Source: an optimization exercise on an open RTL-to-GDS flow (aim: small area and a short achievable clock period). Production flows keep margins and buffers that such runs may drop.
Where RTL was checked, it was by simulation tests only, not by an equivalence proof against the original.

before:
Design argus_exec, start of the top module:
module argus_exec(clk, a, b, alu_op, shamt, mult, div,
                  flip_adder16, flip_adder4, flip_shift, flip_mult, flip_div,
                  alu_result, alu_ne, alu_lt, adder_err, sra_err, sll_err,
                  md_result, md_remainder, md_exception, md_err, md_chk_en);
==> flow/config.mk <==
export PLATFORM = sky130hd
export DESIGN_NAME = argus_exec
export DESIGN_NICKNAME = argus_exec
export VERILOG_FILES = /design/flow/design.v
export SDC_FILE = /design/flow/constraint.sdc
export NUM_CORES = 4
export LEC_CHECK = 0
export ABC_AREA = 1
export CAP_MARGIN = 50
export CORE_MARGIN = 2
export CORE_UTILIZATION = 50
export CTS_BUF_LIST = sky130_fd_sc_hd__clkbuf_8
export CTS_CLUSTER_DIAMETER = 60
export CTS_CLUSTER_SIZE = 12
export PLACE_DENSITY = 0.72
export SLEW_MARGIN = 70
==> flow/constraint.sdc <==
create_clock -name core_clock -period 250.0 [get_ports {clk}]
set_input_delay 50.0000 -clock core_clock [delete_from_list [all_inputs] [get_ports {clk}]]
set_output_delay 50.0000 -clock core_clock [all_outputs]
set_load 0.01 [all_outputs]
standard.sh (not shown) runs the stock make flow with config.mk's settings and CLKGATE_MAP_FILE= SYNTH_SCRIPT=/design/flow/synth_recipe.tcl, a recipe that flattens the netlist after the stock synthesis.
==> flow/flow/run.sh <==
#!/bin/bash
set -euo pipefail
export BUFFER_PORTS_ARGS="-buffer_cell sky130_fd_sc_hd__buf_2"
bash standard.sh finish > standard_flow.log 2>&1
> inputs changed (before -> after)
- SLEW_MARGIN changed from 70 to 65
Findings:
after was carried through to the last stage, and its layout satisfied the timing, design-rule and antenna checks.
Summary of after over before: post-DP HPWL now sits at about the same level; global-route usage now sits lower; instance count of the mapped netlist now sits at about the same level.
As of after, total detailed-routing wirelength had fallen slightly compared to before.
Fmax: after < before
Against before, after comes in 50.52 ns higher on required time of the critical path.
Re final-layout clock buffer total: no difference whatsoever between after and before.
Diff after..before | count of non-CTS inverters in the layout | negligible
For hold slack, before and after come out practically identical.
Timing startpoint of the critical path: neg_q -> before, dd_q[15] -> after

========
## oak
argus_exec, a different RTL version from the one above (not shown whole).
For scale: ~240 flip-flops, roughly 190 I/O pins, ~47000 um2 of cells after synthesis.
## argus_exec
module argus_exec(clk, a, b, alu_op, shamt, mult, div,
                  flip_adder16, flip_adder4, flip_shift, flip_mult, flip_div,
                  alu_result, alu_ne, alu_lt, adder_err, sra_err, sll_err,
                  md_result, md_remainder, md_exception, md_err, md_chk_en);
	input clk;
	input [31:0] a, b;
	input [4:0] alu_op, shamt;
	input mult, div;
	input flip_adder16, flip_adder4, flip_shift, flip_mult, flip_div;
	output reg [31:0] alu_result;
	output reg alu_ne, alu_lt, adder_err, sra_err, sll_err;
	output [31:0] md_result;
	output reg [31:0] md_remainder;
	output reg md_exception, md_chk_en;
	output md_err;
	parameter J = 3;     
	parameter R = 2;     
	wire [31:0] n0;
	wire [15:0] d0;
	abs_val #(32) u_an(.x(a), .y(n0));
	abs_val #(16) u_ad(.x(b[15:0]), .y(d0));
	wire [14:0] r0 [32-J:32];
	assign r0[32] = 15'd0;
	wire [31:32-J] q0;
	genvar i;
	generate for (i = 31; i >= 32 - J; i = i - 1) begin : s1
		div_stage #(.I(i)) st(.rin(r0[i+1]), .n(n0[i]), .D(d0), .rout(r0[i]), .q(q0[i]));
	end endgenerate
	reg [31:0] a_q, b_q;
	reg [4:0] op_q, shamt_q;
	reg mult_q, div_q;
	reg f_add16_q, f_add4_q, f_shift_q, f_mult_q, f_div_q;
	reg [J-1:0] dr_q;         
	reg [31:32-J] dq_q;       
	reg [31-J:32-J-R] dn_q;   
	reg [15:0] dd_q;          
	reg dz_q, dsg_q;          
	always @(posedge clk) begin
		a_q <= a;
		b_q <= b;
		op_q <= alu_op;
		shamt_q <= shamt;
		mult_q <= mult;
		div_q <= div;
		f_add16_q <= flip_adder16;
		f_add4_q <= flip_adder4;
		f_shift_q <= flip_shift;
		f_mult_q <= flip_mult;
		f_div_q <= flip_div;
		dr_q <= r0[32-J][J-1:0];
		dq_q <= q0;
		dn_q <= n0[31-J:32-J-R];
		dd_q <= d0;
		dz_q <= (b[15:0] == 16'd0);
		dsg_q <= a[31] ^ b[15];
	end
	wire [31:0] alu_res_x;
	wire alu_ne_x, alu_lt_x, adder_err_x, sra_err_x, sll_err_x;
	alu_unit u_alu(.A(a_q), .B(b_q), .op(op_q), .shamt(shamt_q),
	               .f16(f_add16_q), .f4(f_add4_q), .fsh(f_shift_q),
  ...
clock: 250.0 ns
lec_check: 0
abc_area: 1
cap_margin: 50
core_margin: 2
core_utilization: 50
cts_buf_list: sky130_fd_sc_hd__clkbuf_8
cts_cluster_diameter: 60
cts_cluster_size: 12
place_density: 0.72
slew_margin: 76
Scripts as last shown in full above: flow/flow/run.sh
Relative to oak, the following input files were edited for pine:
# oak
export LEC_CHECK = 0
export ABC_AREA = 1
export CAP_MARGIN = 50
export CORE_MARGIN = 2
export CORE_UTILIZATION = 50
export CTS_BUF_LIST = sky130_fd_sc_hd__clkbuf_8
export CTS_CLUSTER_DIAMETER = 60
export CTS_CLUSTER_SIZE = 12
export PLACE_DENSITY = 0.72
export SLEW_MARGIN = 76
create_clock -name core_clock -period 250.0 [get_ports {clk}]
# pine
export LEC_CHECK = 0
export ABC_AREA = 1
export CAP_MARGIN = 50
export CORE_MARGIN = 2
export CORE_UTILIZATION = 50
export CTS_BUF_LIST = sky130_fd_sc_hd__clkbuf_8
export CTS_CLUSTER_DIAMETER = 60
export CTS_CLUSTER_SIZE = 12
export PLACE_DENSITY = 0.72
export SLEW_MARGIN = 70
create_clock -name core_clock -period 250.0 [get_ports {clk}]
==> comparison <==
- Non-clock buffer total of the final layout: pine < oak
- Sequential cell area ended up 0.80% lower on pine than on oak.
- Taking oak as the reference point, the detailed-router iteration count before antenna repair of pine rises by 2.
- The cell with the biggest individual delay on the critical path comes out fa_1 in one run and clkdlybuf4s50_1 in the other, namely in pine and oak respectively.
- oak has higher routed wire length than pine.
- pine against oak: minimum clock period decreased by 0.14 ns relative to the old numbers, clock tree skew after final layout moved down.
- Hold slack in pine is 0.0052 ns lower than in oak
No run of this note included a check of the RTL's function; only the layout flow was run.

========
argus_exec, a different RTL version from the one above (not shown whole).
Size: ~6500 cells after synthesis, about 240 flip-flops, about 190 I/O pins, about 48000 sq um of cells after synthesis.
Design argus_exec, start of the top module:
module argus_exec(clk, a, b, alu_op, shamt, mult, div,
                  flip_adder16, flip_adder4, flip_shift, flip_mult, flip_div,
                  alu_result, alu_ne, alu_lt, adder_err, sra_err, sll_err,
                  md_result, md_remainder, md_exception, md_err, md_chk_en);
clock: 250.0 ns
lec_check: 0
abc_area: 1
cap_margin: 50
core_margin: 2
core_utilization: 50
cts_buf_list: sky130_fd_sc_hd__clkbuf_4 sky130_fd_sc_hd__clkbuf_8 sky130_fd_sc_hd__clkbuf_16
cts_cluster_diameter: 60
cts_cluster_size: 12
place_density: 0.72
slew_margin: 70
==> flow/flow/run.sh <==
#!/bin/bash
set -euo pipefail
export BUFFER_PORTS_ARGS="-buffer_cell sky130_fd_sc_hd__buf_1"
bash standard.sh finish > standard_flow.log 2>&1
Then changed:
==> flow/flow/run.sh (replaced) <==
#!/bin/bash
set -euo pipefail
export BUFFER_PORTS_ARGS="-buffer_cell sky130_fd_sc_hd__buf_2"
bash standard.sh finish > standard_flow.log 2>&1
Cell count is about the same.
Via count went up by 0.49%.
Then changed:
Settings changed: CTS_BUF_LIST sky130_fd_sc_hd__clkbuf_4 sky130_fd_sc_hd__clkbuf_8 sky130_fd_sc_hd__clkbuf_16 to sky130_fd_sc_hd__clkbuf_8.
The changed run finished clean.
Die area stays the same.
Worst hold slack is better by 0.0066 ns.
Synthesized area stays the same.
Synthesized cell count is unchanged.
Design area decreases by 0.84%.
Sequential share of layout area barely changes.
Worst setup slack degrades by 0.096 ns.
Global-route usage barely changes.
Count of clock-buffer cells in the layout shrinks by 5.
Via count stays flat.
Then changed:
Settings changed: CORE_UTILIZATION 50 to 40, CTS_BUF_LIST sky130_fd_sc_hd__clkbuf_8 to sky130_fd_sc_hd__clkbuf_4 sky130_fd_sc_hd__clkbuf_8 sky130_fd_sc_hd__clkbuf_16, PLACE_DENSITY 0.72 to default.
Worst setup slack loses 0.25 ns.
Sequential cell count does not change.
Utilization went down by 10 points.
Area after synthesis does not change.
Critical path depth climbs by 288.
Wire length climbs by 6.8%.
Sequential share of layout area fell by 0.19 points.

## afterwards: timing with drivers on the ports
How much do the figures lean on ideal ports? The routed layouts below were timed once more, with nothing changed but the port constraints.
Step 1 (the two cells are an assumption about what drives the block):
set clk [get_ports {clk}]
set_driving_cell -lib_cell sky130_fd_sc_hd__clkbuf_16 $clk
set_driving_cell -lib_cell sky130_fd_sc_hd__buf_2 [delete_from_list [all_inputs] $clk]
Step 2 times the ports against the registers' clock, not the clock port: input delays grow and output delays shrink by t, the midpoint of the rising clock arrivals with the driver on.
Three values: no drivers, after step 1, after step 2; two values: the first two.
| run | t, ns | setup WS [ns] | worst setup path after step 2 | clock arrival spread, ns | worst slew at a driven data input, ns |
|---|---|---|---|---|---|
| before | 0.734 | 195.572 / 195.503 / 195.783 | input to register | 0.032 / 0.031 | 0.16 |
| after | 0.720 | 194.447 / 194.447 / 194.447 | register to register | 0.047 / 0.047 | 0.17 |
| oak | 0.709 | 195.268 / 195.207 / 195.671 | input to register | 0.064 / 0.064 | 0.18 |
| pine | 0.740 | 195.411 / 195.356 / 195.491 | input to register | 0.059 / 0.058 | 0.17 |
| the first run of note 3 | 0.689 | 195.428 / 195.351 / 195.192 | input to register | 0.048 / 0.048 | 0.04 |
| the second run of note 3 | 0.669 | 195.553 / 195.481 / 195.288 | input to register | 0.046 / 0.045 | 0.05 |
| the third run of note 3 | 0.744 | 195.457 / 195.396 / 195.311 | input to register | 0.068 / 0.067 | 0.04 |
| the fourth run of note 3 | 0.653 | 195.212 / 195.212 / 195.212 | register to register | 0.028 / 0.028 | 0.04 |
After both steps setup and hold are still met in every run listed. The setup slack of the second run of note 3, which loses most, moves by -0.072 ns with the drivers and by -0.265 ns with both steps.
